From an optimization exercise on the open Yosys and OpenROAD flow, aimed at small area and a short achievable clock period; shortcuts taken in it are not production practice.
The RTL was checked by simulation tests, not by an equivalence proof against the original design.
Power and IR drop assume default switching activity.

Setup of the reference run:
## single_cycle_alu_memory
module single_cycle_alu_memory (
    input clk, rst, start,
    input [1:0] op,                 
    input [1:0] mem_op,             
    input [7:0] addr,               
    input [7:0] in_a, in_b,         
    input [7:0] write_data,         
    output reg [15:0] result,       
    output reg error,               
    output reg done                 
);
Settings: LEC_CHECK=0, CAP_MARGIN=30, CORE_MARGIN=2, CORE_UTILIZATION=50, SLEW_MARGIN=30, SYNTH_HIERARCHICAL=1, SYNTH_MINIMUM_KEEP_SIZE=0, TNS_END_PERCENT=0; clock period 35.0 ns.
standard.sh (not shown) runs the stock make flow with config.mk's settings and CLKGATE_MAP_FILE= SYNTH_SCRIPT=/design/flow/synth_recipe.tcl, a recipe that flattens the netlist after the stock synthesis.
==> flow/flow/run.sh <==
#!/bin/bash
# The standard layout (standard.sh) with these changes, set in a copy of
# its config.mk:
#  - synthesis leaves full and half adders as plain logic for abc instead of
#    mapping them to the fa/ha cells first, so abc can optimise the
#    arithmetic for delay;
#  - if flow/abc.script exists, abc maps the logic with it instead of ORFS's
#    abc_speed.script (the rest of synthesis is unchanged);
#  - clock tree: sink clusters of up to 16 flip-flops driven by clkbuf_8 and no dummy
#    loads, instead of one clkbuf_16 per ~10 flip-flops;
#  - extra settings from flow/extra.mk, if present (here: ports buffered
#    with buf_4 instead of the delay cell buffer_ports picks by itself;
#    repair_timing asked for 26 ns of setup slack, so that it sizes and
#    buffers the worst paths although the 35 ns clock is met; with
#    TNS_END_PERCENT 0 in config.mk it works on the worst path only;
#    the slow or4 cells are not used).
# Each make target's output goes to its own log in this folder.
set -euo pipefail
here=$(pwd)
cp config.mk flow_config.mk
cat >> flow_config.mk <<'EOC'
export ADDER_MAP_FILE =
export CTS_ARGS = -sink_clustering_enable -repair_clock_nets -dont_use_dummy_load -sink_clustering_size 16 -sink_clustering_max_diameter 60 -buf_list {sky130_fd_sc_hd__clkbuf_4 sky130_fd_sc_hd__clkbuf_8}
EOC
if [[ -f flow/extra.mk ]]; then cat flow/extra.mk >> flow_config.mk; fi
synth_script=$here/synth_recipe.tcl
if [[ -f flow/abc.script ]]; then
    sed "s#log_cmd abc {\*}\$abc_args#log_cmd abc {*}[lreplace \$abc_args 1 1 $here/flow/abc.script]#" \
        "$FLOW_HOME/scripts/synth.tcl" > synth_core.tcl
    grep -q "flow/abc.script" synth_core.tcl
    sed "s#\$::env(SCRIPTS_DIR)/synth.tcl#$here/synth_core.tcl#" synth_recipe.tcl > synth_mine.tcl
    grep -q "synth_core.tcl" synth_mine.tcl
    synth_script=$here/synth_mine.tcl
fi
sed -e "s#DESIGN_CONFIG=[^ ]*#DESIGN_CONFIG=$here/flow_config.mk#" \
    -e "s#SYNTH_SCRIPT=[^ ]*#SYNTH_SCRIPT=$synth_script#" standard.sh > standard_mine.sh
grep -q "DESIGN_CONFIG=$here/flow_config.mk" standard_mine.sh
for step in ${FLOW_STEPS:-synth floorplan place cts route finish}; do
    bash standard_mine.sh $step > flow_$step.log 2>&1
done
Other scripts of this flow, unchanged in this note and not shown: flow/flow/abc.script, flow/flow/extra.mk
> inputs changed (the reference run -> the trial run)
-- flow/flow/run.sh --
<<< the reference run, line 9
#  - clock tree: sink clusters of up to 16 flip-flops driven by clkbuf_8 and no dummy
>>> the trial run, line 9
#  - clock tree: sink clusters of up to 14 flip-flops driven by clkbuf_8 and no dummy
<<< the reference run, line 23
export CTS_ARGS = -sink_clustering_enable -repair_clock_nets -dont_use_dummy_load -sink_clustering_size 16 -sink_clustering_max_diameter 60 -buf_list {sky130_fd_sc_hd__clkbuf_4 sky130_fd_sc_hd__clkbuf_8}
>>> the trial run, line 23
export CTS_ARGS = -sink_clustering_enable -repair_clock_nets -dont_use_dummy_load -sink_clustering_size 14 -sink_clustering_max_diameter 55 -buf_list {sky130_fd_sc_hd__clkbuf_4 sky130_fd_sc_hd__clkbuf_8}
==> summary.txt <==
Looking at non-clock buffer count, the trial run sits 15 below the reference run.
Comparing the reference run and the trial run, the lower final wirelength was measured on the trial run.
Per the comparison of the trial run with the reference run, number of clock buffers in the layout went up; total power draw picked up an extra about 1.4%; setup slack after layout +0.041 ns.

========
job 9741:
single_cycle_alu_memory, a different RTL version from the one above (not shown whole).
Size: roughly 0.076 mm^2 of cells after synthesis.
// single_cycle_alu_memory
module single_cycle_alu_memory (
    input clk, rst, start,
    input [1:0] op,                 
    input [1:0] mem_op,             
    input [7:0] addr,               
    input [7:0] in_a, in_b,         
    input [7:0] write_data,         
    output reg [15:0] result,       
    output reg error,               
    output reg done                 
);
    wire is_wr  = (mem_op == 2'b01);
    wire is_rd  = (mem_op == 2'b10);
    wire is_alu = ~is_wr & ~is_rd;
    wire wr_go = start & ~rst & is_wr;
    wire [15:0] hi = 16'd1 << addr[7:4];
    wire [15:0] lo = 16'd1 << addr[3:0];
    wire [15:0] hiw = hi & {16{wr_go}};
    wire [255:0] sel;
    wire [255:0] we;
    wire [255:0] wen;
    wire [2047:0] bits;             
    genvar r, b, g;
    generate
        for (r = 0; r < 256; r = r + 1) begin : row
            reg [7:0] word;
            wire [7:0] nxt;
            row_ctl ctl (.hn(~hi[r/16]), .ln(~lo[r%16]), .hw(hiw[r/16]), .hwn(~hiw[r/16]),
                         .l(lo[r%16]), .sel(sel[r]), .we(we[r]), .wen(wen[r]));
            for (b = 0; b < 8; b = b + 1) begin : bt
                mem_hold h (.we(we[r]), .wen(wen[r]), .d(write_data[b]), .q(word[b]), .y(nxt[b]));
                assign bits[256*b + r] = word[b];
            end
            always @(posedge clk)
                word <= nxt;
        end
    endgenerate
    wire [7:0] rd_data;
    generate
        for (b = 0; b < 8; b = b + 1) begin : col
  ...
==> flow/config.mk <==
export PLATFORM = sky130hd
export DESIGN_NAME = single_cycle_alu_memory
export DESIGN_NICKNAME = single_cycle_alu_memory
export VERILOG_FILES = /design/flow/design.v
export SDC_FILE = /design/flow/constraint.sdc
export NUM_CORES = 4
export LEC_CHECK = 0
export CAP_MARGIN = 30
export CORE_MARGIN = 2
export CORE_UTILIZATION = 62
export SLEW_MARGIN = 30
export SYNTH_HIERARCHICAL = 1
export SYNTH_MINIMUM_KEEP_SIZE = 0
export TNS_END_PERCENT = 0
==> flow/constraint.sdc <==
create_clock -name core_clock -period 35.0 [get_ports {clk}]
set_input_delay 7.0000 -clock core_clock [delete_from_list [all_inputs] [get_ports {clk}]]
set_output_delay 7.0000 -clock core_clock [all_outputs]
set_load 0.01 [all_outputs]
==> flow/flow/run.sh <==
#!/bin/bash
# The standard layout (standard.sh) with these changes, set in a copy of
# its config.mk:
#  - synthesis leaves full and half adders as plain logic for abc instead of
#    mapping them to the fa/ha cells first, so abc can optimise the
#    arithmetic for delay;
#  - if flow/abc.script exists, abc maps the logic with it instead of ORFS's
#    abc_speed.script (the rest of synthesis is unchanged);
#  - clock tree: sink clusters of up to 14 flip-flops driven by clkbuf_8 and no dummy
#    loads, instead of one clkbuf_16 per ~10 flip-flops;
#  - extra settings from flow/extra.mk, if present (here: ports buffered
#    with buf_4 instead of the delay cell buffer_ports picks by itself;
#    repair_timing asked for 26 ns of setup slack, so that it sizes and
#    buffers the worst paths although the 35 ns clock is met; with
#    TNS_END_PERCENT 0 in config.mk it works on the worst path only;
#    the slow or4 cells are not used).
# Each make target's output goes to its own log in this folder.
set -euo pipefail
here=$(pwd)
cp config.mk flow_config.mk
cat >> flow_config.mk <<'EOC'
export ADDER_MAP_FILE =
export CTS_ARGS = -sink_clustering_enable -repair_clock_nets -dont_use_dummy_load -sink_clustering_size 14 -sink_clustering_max_diameter 55 -buf_list {sky130_fd_sc_hd__clkbuf_4 sky130_fd_sc_hd__clkbuf_8}
EOC
if [[ -f flow/extra.mk ]]; then cat flow/extra.mk >> flow_config.mk; fi
synth_script=$here/synth_recipe.tcl
if [[ -f flow/abc.script ]]; then
    sed "s#log_cmd abc {\*}\$abc_args#log_cmd abc {*}[lreplace \$abc_args 1 1 $here/flow/abc.script]#" \
        "$FLOW_HOME/scripts/synth.tcl" > synth_core.tcl
    grep -q "flow/abc.script" synth_core.tcl
    sed "s#\$::env(SCRIPTS_DIR)/synth.tcl#$here/synth_core.tcl#" synth_recipe.tcl > synth_mine.tcl
    grep -q "synth_core.tcl" synth_mine.tcl
    synth_script=$here/synth_mine.tcl
fi
sed -e "s#DESIGN_CONFIG=[^ ]*#DESIGN_CONFIG=$here/flow_config.mk#" \
    -e "s#SYNTH_SCRIPT=[^ ]*#SYNTH_SCRIPT=$synth_script#" standard.sh > standard_mine.sh
grep -q "DESIGN_CONFIG=$here/flow_config.mk" standard_mine.sh
for step in ${FLOW_STEPS:-synth floorplan place cts route finish}; do
    bash standard_mine.sh $step > flow_$step.log 2>&1
done
==> flow/flow/extra.mk <==
export BUFFER_PORTS_ARGS = -buffer_cell sky130_fd_sc_hd__buf_4
export SETUP_SLACK_MARGIN = 26
export DONT_USE_CELLS += sky130_fd_sc_hd__or4_1 sky130_fd_sc_hd__or4_2 sky130_fd_sc_hd__or4_4 sky130_fd_sc_hd__or4b_1 sky130_fd_sc_hd__or4b_2 sky130_fd_sc_hd__or4b_4 sky130_fd_sc_hd__or4bb_1 sky130_fd_sc_hd__or4bb_2 sky130_fd_sc_hd__or4bb_4
Other scripts of this flow, unchanged in this note and not shown: flow/flow/abc.script
Job 9741 went all the way through the flow, and no timing, DRC or antenna check failed.
Relative to job 9741, the following input files were edited for job 8849:
Settings: a change of CAP_MARGIN from 30 to 15; a change of SLEW_MARGIN from 30 to 15; a change of CORE_UTILIZATION from 62 to 50.
diff --git a/flow/flow/run.sh b/flow/flow/run.sh
--- a/flow/flow/run.sh
+++ b/flow/flow/run.sh
@@ -9 +9 @@
-#  - clock tree: sink clusters of up to 14 flip-flops driven by clkbuf_8 and no dummy
+#  - clock tree: sink clusters of up to 16 flip-flops driven by clkbuf_8 and no dummy
@@ -16 +16 @@
-#    the slow or4 cells are not used).
+#    the slow or4 and nor4 cells are not used).
@@ -23 +23 @@
-export CTS_ARGS = -sink_clustering_enable -repair_clock_nets -dont_use_dummy_load -sink_clustering_size 14 -sink_clustering_max_diameter 55 -buf_list {sky130_fd_sc_hd__clkbuf_4 sky130_fd_sc_hd__clkbuf_8}
+export CTS_ARGS = -sink_clustering_enable -repair_clock_nets -dont_use_dummy_load -sink_clustering_size 16 -sink_clustering_max_diameter 60 -buf_list {sky130_fd_sc_hd__clkbuf_4 sky130_fd_sc_hd__clkbuf_8}
==> flow/flow/extra.mk <==
export BUFFER_PORTS_ARGS = -buffer_cell sky130_fd_sc_hd__buf_4
export SETUP_SLACK_MARGIN = 26
export DONT_USE_CELLS += sky130_fd_sc_hd__or4_1 sky130_fd_sc_hd__or4_2 sky130_fd_sc_hd__or4_4 sky130_fd_sc_hd__or4b_1 sky130_fd_sc_hd__or4b_2 sky130_fd_sc_hd__or4b_4 sky130_fd_sc_hd__or4bb_1 sky130_fd_sc_hd__or4bb_2 sky130_fd_sc_hd__or4bb_4 sky130_fd_sc_hd__nor4_1 sky130_fd_sc_hd__nor4_2 sky130_fd_sc_hd__nor4_4 sky130_fd_sc_hd__nor4b_1 sky130_fd_sc_hd__nor4b_2 sky130_fd_sc_hd__nor4b_4 sky130_fd_sc_hd__nor4bb_1 sky130_fd_sc_hd__nor4bb_2 sky130_fd_sc_hd__nor4bb_4
--- outcome ---
- From job 9741 to job 8849 the numbers moved as follows: met3 demand-to-capacity share in global routing now smaller; sequential portion of the cell area now larger; mean post-synth cell area now smaller; area of combinational cells with multiple inputs now smaller.
- Job 8849 | status: complete | timing, DRC, antenna: pass
- Taking job 9741 as 1.0, job 8849 lands at 1.12 on met1 routed wirelength after detailed routing.
Input-level comparison between job 9978 and job 8849:
Settings: changing SLEW_MARGIN from 15 to 30; changing CAP_MARGIN from 15 to 30.
diff --git a/flow/flow/run.sh b/flow/flow/run.sh
--- a/flow/flow/run.sh
+++ b/flow/flow/run.sh
@@ -9 +9 @@
-#  - clock tree: sink clusters of up to 16 flip-flops driven by clkbuf_8 and no dummy
+#  - clock tree: sink clusters of up to 14 flip-flops driven by clkbuf_8 and no dummy
@@ -15,2 +15 @@
-#    TNS_END_PERCENT 0 in config.mk it works on the worst path only;
-#    the slow or4 and nor4 cells are not used).
+#    TNS_END_PERCENT 0 in config.mk it works on the worst path only).
@@ -23 +22 @@
-export CTS_ARGS = -sink_clustering_enable -repair_clock_nets -dont_use_dummy_load -sink_clustering_size 16 -sink_clustering_max_diameter 60 -buf_list {sky130_fd_sc_hd__clkbuf_4 sky130_fd_sc_hd__clkbuf_8}
+export CTS_ARGS = -sink_clustering_enable -repair_clock_nets -dont_use_dummy_load -sink_clustering_size 14 -sink_clustering_max_diameter 55 -buf_list {sky130_fd_sc_hd__clkbuf_4 sky130_fd_sc_hd__clkbuf_8}
==> flow/flow/extra.mk <==
export BUFFER_PORTS_ARGS = -buffer_cell sky130_fd_sc_hd__buf_4
export SETUP_SLACK_MARGIN = 26
==> comparison <==
The initial antenna violation count reported for job 9978 is greater than that of job 8849 by 2. Area taken by flip-flops and latches: job 8849 vs job 9978 identical. Comparing total routing usage reported by global routing for job 8849 and job 9978, the smaller number came from job 8849. Job 9978 vs job 8849: fraction of cell area in non-clock buffers up in job 9978. In the route summary, job 9978 ends up with a via count exceeding that of job 8849. Insertion delay of the later-clocked pin in the worst-skew pair: job 8849 vs job 9978, no meaningful difference.
Modified inputs, job 9478 compared to job 9978
diff --git a/flow/flow/run.sh b/flow/flow/run.sh
--- a/flow/flow/run.sh
+++ b/flow/flow/run.sh
@@ -15 +15,2 @@
-#    TNS_END_PERCENT 0 in config.mk it works on the worst path only).
+#    TNS_END_PERCENT 0 in config.mk it works on the worst path only;
+#    the slow or4 cells are not used).
diff --git a/flow/flow/extra.mk b/flow/flow/extra.mk
--- a/flow/flow/extra.mk
+++ b/flow/flow/extra.mk
@@ -2,0 +3 @@
+export DONT_USE_CELLS += sky130_fd_sc_hd__or4_1 sky130_fd_sc_hd__or4_2 sky130_fd_sc_hd__or4_4 sky130_fd_sc_hd__or4b_1 sky130_fd_sc_hd__or4b_2 sky130_fd_sc_hd__or4b_4 sky130_fd_sc_hd__or4bb_1 sky130_fd_sc_hd__or4bb_2 sky130_fd_sc_hd__or4bb_4
==> summary.txt <==
Final critical-path setup slack: job 9478 > job 9978
Between job 9478 and job 9978, the difference in clock group share of total power is negligible.
The endpoint of the worst setup timing path comes out result[3] in one run and result[2] in the other, namely in job 9478 and job 9978 respectively.
Job 9478 ended up with a higher post-layout utilization of the core than job 9978 did.
In the metrics for job 9478 and job 9978, the one carrying the lower sequential portion of the cell area is job 9478.
Delta (job 9478 minus job 9978): width of the die flat; clock-pin slew on the worst setup and hold paths has remained practically unchanged; design area increased 440 um^2.

[static timing again, ports no longer ideal]
The results above use ideal ports. As a check the final layouts listed here were re-extracted and re-timed, cells and wires unchanged. Step 1, drivers: a clkbuf_16 drives clk and a buf_2 each remaining input, both assumed. Step 2 moves the port delays by t, midway between the first and last clock arrival at a register: inputs arrive t later, outputs are due t later. That takes back most of the time a late clock gives input paths. Slacks: no drivers / after step 1 / after step 2; pairs: no drivers / after step 1.
| run | shift t [ns] | setup WS [ns] | pins driven straight from the clock port |
|---|---|---|---|
| the reference run | 0.964 | 24.788 / 24.803 / 23.840 | 1 |
| the trial run | 0.996 | 24.829 / 24.863 / 23.866 | 1 |
| job 9741 | 0.983 | 24.807 / 24.741 / 23.758 | 1 |
| job 8849 | 0.945 | 24.261 / 24.195 / 23.250 | 1 |
| job 9978 | 0.984 | 24.515 / 24.566 / 23.581 | 1 |
| job 9478 | 0.970 | 24.911 / 24.923 / 23.953 | 1 |
After both steps every run listed still meets setup and hold. For job 9741, which loses most, drivers alone change the setup slack by -0.066 ns; drivers and shift together by -1.049 ns.
